Source: an optimization exercise on an open RTL-to-GDS flow (aim: a short achievable clock period and few clock cycles). Production flows keep margins and buffers that such runs may drop. At most, simulation tests tie the RTL to the original design; equivalence was not proved. Power is estimated from default activity; no workload was simulated.

==> flow/design.v <==
module adder(
	input [63:0] a,
	input [63:0] b,
	output reg [63:0] out
);
always @(*)
begin
  out = a + b;
end
endmodule
module mux1(
	input [63:0] a,
	input [63:0] b,
	input sel,
	output [63:0] data_out
);
assign data_out = sel ? b : a;
endmodule
module instruction_parser(
	input [31:0] ins,
	output [6:0] opcode,
	output [4:0] rd,
	output [2:0] func3,
	output [4:0] rs1,
	output [4:0] rs2,
	output [6:0] func7
);
assign opcode = ins[6:0];
assign rd = ins[11:7];
assign func3 = ins[14:12];
assign rs1 = ins[19:15];
assign rs2 = ins[24:20];
assign func7 = ins[31:25];
endmodule
module Control_Unit
(
    input [6:0] Opcode,
    output reg [1:0] ALUOp,
    output reg Branch,MemRead,MemtoReg,MemWrite,ALUSrc,Regwrite
);
always @(*)
begin
    case (Opcode)
    7'b0110011:
        begin
        ALUSrc = 1'b0;
        MemtoReg = 1'b0;
        Regwrite = 1'b1;
        MemRead = 1'b0;
        MemWrite = 1'b0;
        Branch = 1'b0;
        ALUOp = 2'b10;
        end
    7'b0000011:
        begin
        ALUSrc = 1'b1;
        MemtoReg = 1'b1;
        Regwrite = 1'b1;
        MemRead = 1'b1;
        MemWrite = 1'b0;
        Branch = 1'b0;
        ALUOp = 2'b00;
        end
    7'b0100011:
        begin
        ALUSrc = 1'b1;
        MemtoReg = 1'b0;
        Regwrite = 1'b0;
        MemRead = 1'b0;
        MemWrite = 1'b1;
        Branch = 1'b0;
        ALUOp = 2'b00;
        end
    7'b1100011:
        begin
        ALUSrc = 1'b0;
        MemtoReg = 1'b0;
        Regwrite = 1'b0;
        MemRead = 1'b0;
        MemWrite = 1'b0;
        Branch = 1'b1;
        ALUOp = 2'b01;
        end
	7'b0_01_00_11 : 
		begin
		ALUSrc = 1;
		MemtoReg = 0;
		Regwrite = 1;
		MemRead = 0;
		MemWrite = 0;
		Branch = 0;
		ALUOp = 2'b00;
		end
	default :
		begin
		ALUSrc = 1'b0;
		MemtoReg = 1'b0;
		Regwrite = 1'b0;
		MemRead = 1'b0;
		MemWrite = 1'b0;
		Branch = 1'b0;
		ALUOp = 2'b00;
		end
    endcase
end
endmodule
module ALU_Control
(
    input [1:0] ALUOp,
    input [3:0] Funct,
    output reg [3:0] Operation
);
always@(*)
begin
    Operation = 4'b0010;
    case(ALUOp)
        2'b00:
            begin
		Operation = 4'b0010;  
            end
        2'b01:
            begin
            Operation = 4'b0110;
            end
        2'b10:
            begin
            case(Funct)
            4'b0000:  
                begin
                Operation = 4'b0010;
                end
            4'b1000:  
                begin
                Operation = 4'b0110;
                end
            4'b0111:  
                begin
                Operation = 4'b0000;
                end
            4'b0110:  
                begin
                Operation = 4'b0001;
                end
            default: Operation = 4'b0010;
            endcase
            end
        default: Operation = 4'b0010;
    endcase
end
endmodule
module ImmGen(
	input [31:0] ins,
	output reg [63:0] data
);
always @(*)
begin
case (ins[6:5])
	2'b00 : data = {{52{ins[31]}},ins[31:20]};
	2'b01 : data = {{52{ins[31]}},{ins[31:25],ins[11:7]}};
	default : data = {{52{ins[31]}},{ins[31],ins[7],ins[30:25],ins[11:8]}};
endcase	
end
endmodule
module alu_64(
	input [63:0] a, 
    input [63:0] b,
    input [3:0] ALUOp,
	output reg [63:0] Result,
	output reg ZERO
);
always @ (*)
begin
    case(ALUOp)
    4'b0000 :
        begin
        Result = a&b;
        end
    4'b0001 :
        begin
        Result = a|b;
        end
    4'b0010 :
        begin
        Result = a+b;
        end
    4'b0110:
        begin
        Result = a-b;
        end
    4'b1100:
        begin
        Result = ~(a|b);
        end
    default : Result = 0;
endcase
  	if (Result == 64'd0)
		ZERO = 1'b1;
	else
		ZERO = 1'b0;
	end
endmodule
module registerFile(
	input [63:0] WriteData,
	input [4:0] RS1,
	input [4:0] RS2,
	input [4:0] RD,
	input RegWrite, clk, reset,
	output reg [63:0] ReadData1,
	output reg [63:0] ReadData2
);
reg [63:0] Registers [31:1];
always @(posedge clk)
    if(RegWrite && !reset && RD != 5'd0)
        begin
        Registers[RD] <= WriteData;
        end
always @(*)
    if(reset)
        begin
        ReadData1 = 64'b0;
        ReadData2 = 64'b0;
        end
    else
        begin
        ReadData1 = (RS1 == 5'd0) ? 64'b0 : Registers[RS1];
        ReadData2 = (RS2 == 5'd0) ? 64'b0 : Registers[RS2];
        end
endmodule
module pc_counter(
	input [63:0] PC_In,
	input reset,clk,
	output reg [63:0] PC_Out
);
always @(posedge reset or posedge clk)
begin
  if (reset)
      PC_Out <= 0;
 else
      PC_Out <= PC_In;
end
endmodule
module RISC_V_Processor(
	input clk,
	input reset,
	output [63:0] imem_addr,
	input  [31:0] imem_data,
	output [63:0] dmem_addr,
	output [63:0] dmem_wdata,
	output        dmem_we,
	output        dmem_re,
	input  [63:0] dmem_rdata
);
reg  [63:0] pc_f;
reg  [63:0] a_x, b_x, imm_x, alt_x;
reg  [4:0]  rd_x;
reg         wr_x, ld_x, st_x, br_x, pred_x, ge_x;
reg         useimm_x, sub_x, and_x, or_x;
reg         f1m_x, f2m_x;
reg  [63:0] res_m, wd_m;
reg  [4:0]  rd_m;
reg         wr_m, we_m, re_m;
reg  [63:0] rf [31:1];
wire redirect;
wire loaduse;
assign imem_addr = pc_f;
wire [31:0] ir = imem_data;
wire [6:0] op  = ir[6:0];
wire [4:0] rd  = ir[11:7];
wire [2:0] f3  = ir[14:12];
wire [4:0] rs1 = ir[19:15];
wire [4:0] rs2 = ir[24:20];
wire is_r  = op == 7'b0110011;
wire is_i  = op == 7'b0010011;
wire is_ld = op == 7'b0000011;
wire is_st = op == 7'b0100011;
wire is_br = op == 7'b1100011;
wire wr_f  = (is_r | is_i | is_ld) & (rd != 5'd0);
wire u1_f  = is_r | is_i | is_ld | is_st | is_br;
wire u2_f  = is_r | is_st | is_br;
wire pred_f = is_br & (ir[31] | (rs1 == rs2));
wire [12:0] off_f = {ir[31], ir[7], ir[30:25], ir[11:8], 1'b0};
wire [13:0] lo_f  = {1'b0, pc_f[12:0]} + {1'b0, off_f};
wire [50:0] hi_f  = pc_f[63:13];
wire [50:0] hip_f = hi_f + 51'd1;
wire [50:0] him_f = hi_f - 51'd1;
wire [50:0] hit_f = ir[31] ? (lo_f[13] ? hi_f : him_f) : (lo_f[13] ? hip_f : hi_f);
wire [63:0] tgt_f = {hit_f, lo_f[12:0]};
wire [63:0] seq_f = pc_f + 64'd4;
wire [63:0] val_m = re_m ? dmem_rdata : res_m;
wire byp1 = wr_m & (rd_m == rs1);
wire byp2 = wr_m & (rd_m == rs2);
wire [63:0] rf1 = (rs1 == 5'd0) ? 64'd0 : byp1 ? val_m : rf[rs1];
wire [63:0] rf2 = (rs2 == 5'd0) ? 64'd0 : byp2 ? val_m : rf[rs2];
wire [63:0] imm_i = {{52{ir[31]}}, ir[31:20]};
wire [63:0] imm_s = {{52{ir[31]}}, ir[31:25], ir[11:7]};
assign loaduse = ld_x & ((u1_f & (rs1 == rd_x)) | (u2_f & (rs2 == rd_x)));
wire go = ~redirect & ~loaduse;
always @(posedge clk or posedge reset)
	if (reset)
		pc_f <= 64'd0;
	else if (redirect)
		pc_f <= alt_x;
	else if (!loaduse)
		pc_f <= pred_f ? tgt_f : seq_f;
always @(posedge clk or posedge reset)
	if (reset) begin
		wr_x <= 1'b0; ld_x <= 1'b0; st_x <= 1'b0; br_x <= 1'b0;
	end else begin
		wr_x <= go & wr_f;
		ld_x <= go & is_ld & wr_f;
		st_x <= go & is_st;
		br_x <= go & is_br;
	end
always @(posedge clk) begin
	a_x      <= rf1;
	b_x      <= rf2;
	imm_x    <= is_st ? imm_s : imm_i;
	alt_x    <= pred_f ? seq_f : tgt_f;
	rd_x     <= rd;
	pred_x   <= pred_f;
	ge_x     <= f3[2];
	useimm_x <= is_i | is_ld | is_st;
	sub_x    <= is_r & ( ir[30] & (f3 == 3'b000));
	and_x    <= is_r & (~ir[30] & (f3 == 3'b111));
	or_x     <= is_r & (~ir[30] & (f3 == 3'b110));
	f1m_x    <= wr_x & (rd_x == rs1);
	f2m_x    <= wr_x & (rd_x == rs2);
end
wire [63:0] a   = f1m_x ? res_m : a_x;
wire [63:0] b   = f2m_x ? res_m : b_x;
wire [63:0] o2  = useimm_x ? imm_x : b;
wire [64:0] as  = {a, 1'b1} + {o2 ^ {64{sub_x}}, sub_x};
wire [63:0] res = and_x ? (a & o2) : or_x ? (a | o2) : as[64:1];
wire eq_nn = a_x == b_x;
wire eq_mn = res_m == b_x;
wire eq_nm = a_x == res_m;
wire ge_nn = $signed(a_x) >= $signed(b_x);
wire ge_mn = $signed(res_m) >= $signed(b_x);
wire ge_nm = $signed(a_x) >= $signed(res_m);
wire eq    = f1m_x ? (f2m_x ? 1'b1 : eq_mn) : (f2m_x ? eq_nm : eq_nn);
wire ge    = f1m_x ? (f2m_x ? 1'b1 : ge_mn) : (f2m_x ? ge_nm : ge_nn);
wire taken = ge_x ? ge : eq;
assign redirect = br_x & (taken ^ pred_x);
always @(posedge clk or posedge reset)
	if (reset) begin
		wr_m <= 1'b0; we_m <= 1'b0; re_m <= 1'b0;
	end else begin
		wr_m <= wr_x;
		we_m <= st_x;
		re_m <= ld_x;
	end
always @(posedge clk) begin
	res_m <= res;
	wd_m  <= b;
	rd_m  <= rd_x;
end
assign dmem_addr  = res_m;
assign dmem_wdata = wd_m;
assign dmem_we    = we_m;
assign dmem_re    = re_m;
always @(posedge clk)
	if (wr_m)
		rf[rd_m] <= val_m;
endmodule
clock: 13.0 ns
lec_check: 0
cap_margin: 20
core_margin: 2
core_utilization: 45
place_density: 0.6
setup_slack_margin: 1.5
slew_margin: 20
standard.sh (not shown) runs the stock make flow with config.mk's settings and CLKGATE_MAP_FILE= SYNTH_SCRIPT=/design/flow/synth_recipe.tcl, a recipe that flattens the netlist after the stock synthesis.
==> flow/flow/run.sh <==
#!/bin/bash
# Standard layout, with repair_timing asked to aim well below the clock period
# (a larger setup margin); the clock, SDC and everything else are the standard flow's.
set -euo pipefail
bash standard.sh SETUP_SLACK_MARGIN=9 finish > standard_flow.log 2>&1
Testbench counts at the start, summed over its fixed seeds: cycles 65,665.
Change:
--- a/flow/design.v
+++ b/flow/design.v
@@ -328,20 +328,14 @@
 end
 wire [63:0] a   = f1m_x ? res_m : a_x;
 wire [63:0] b   = f2m_x ? res_m : b_x;
 wire [63:0] o2  = useimm_x ? imm_x : b;
 wire [64:0] as  = {a, 1'b1} + {o2 ^ {64{sub_x}}, sub_x};
 wire [63:0] res = and_x ? (a & o2) : or_x ? (a | o2) : as[64:1];
-wire eq_nn = a_x == b_x;
-wire eq_mn = res_m == b_x;
-wire eq_nm = a_x == res_m;
-wire ge_nn = $signed(a_x) >= $signed(b_x);
-wire ge_mn = $signed(res_m) >= $signed(b_x);
-wire ge_nm = $signed(a_x) >= $signed(res_m);
-wire eq    = f1m_x ? (f2m_x ? 1'b1 : eq_mn) : (f2m_x ? eq_nm : eq_nn);
-wire ge    = f1m_x ? (f2m_x ? 1'b1 : ge_mn) : (f2m_x ? ge_nm : ge_nn);
+wire eq    = a == b;
+wire ge    = $signed(a) >= $signed(b);
 wire taken = ge_x ? ge : eq;
 assign redirect = br_x & (taken ^ pred_x);
 always @(posedge clk or posedge reset)
 	if (reset) begin
 		wr_m <= 1'b0; we_m <= 1'b0; re_m <= 1'b0;
 	end else begin
What happened: Power decreases by about 6%; register-to-register slack gets worse by 30 ps; synthesized cell count falls by about 4%; worst hold slack loses 12 ps; routed wire length shrinks by 3.5%; cell count fell by 3.9%; via count is lower by about 3.6%.
The RTL of the second run of this note was laid out without a check of its function.

[re-timing with driven ports]
In the flow no input, the clock included, has a driving cell. The finished layouts below were timed again as built, in two steps. Step 1 sets driving cells, clkbuf_16 on the clock port and buf_2 on the other inputs (assumed; they add their load-dependent delay and slew). Step 2 also shifts input and output timing later by t, the mid clock arrival at the registers, as if the neighbouring blocks saw the same clock. Slacks: ideal ports / drivers / drivers and shift; pairs: ideal ports / drivers.
run	t, ns	setup WS [ns]	worst setup path at the end	latest minus earliest clock arrival (ns)
the first run	0.949	8.194 / 8.258 / 7.310	input to register	0.075 / 0.075
the second run	1.016	8.209 / 8.263 / 7.246	input to register	0.072 / 0.073
After both steps every run listed still meets setup and hold. For the second run, which loses most, drivers alone change the setup slack by +0.054 ns; drivers and shift together by -0.963 ns.
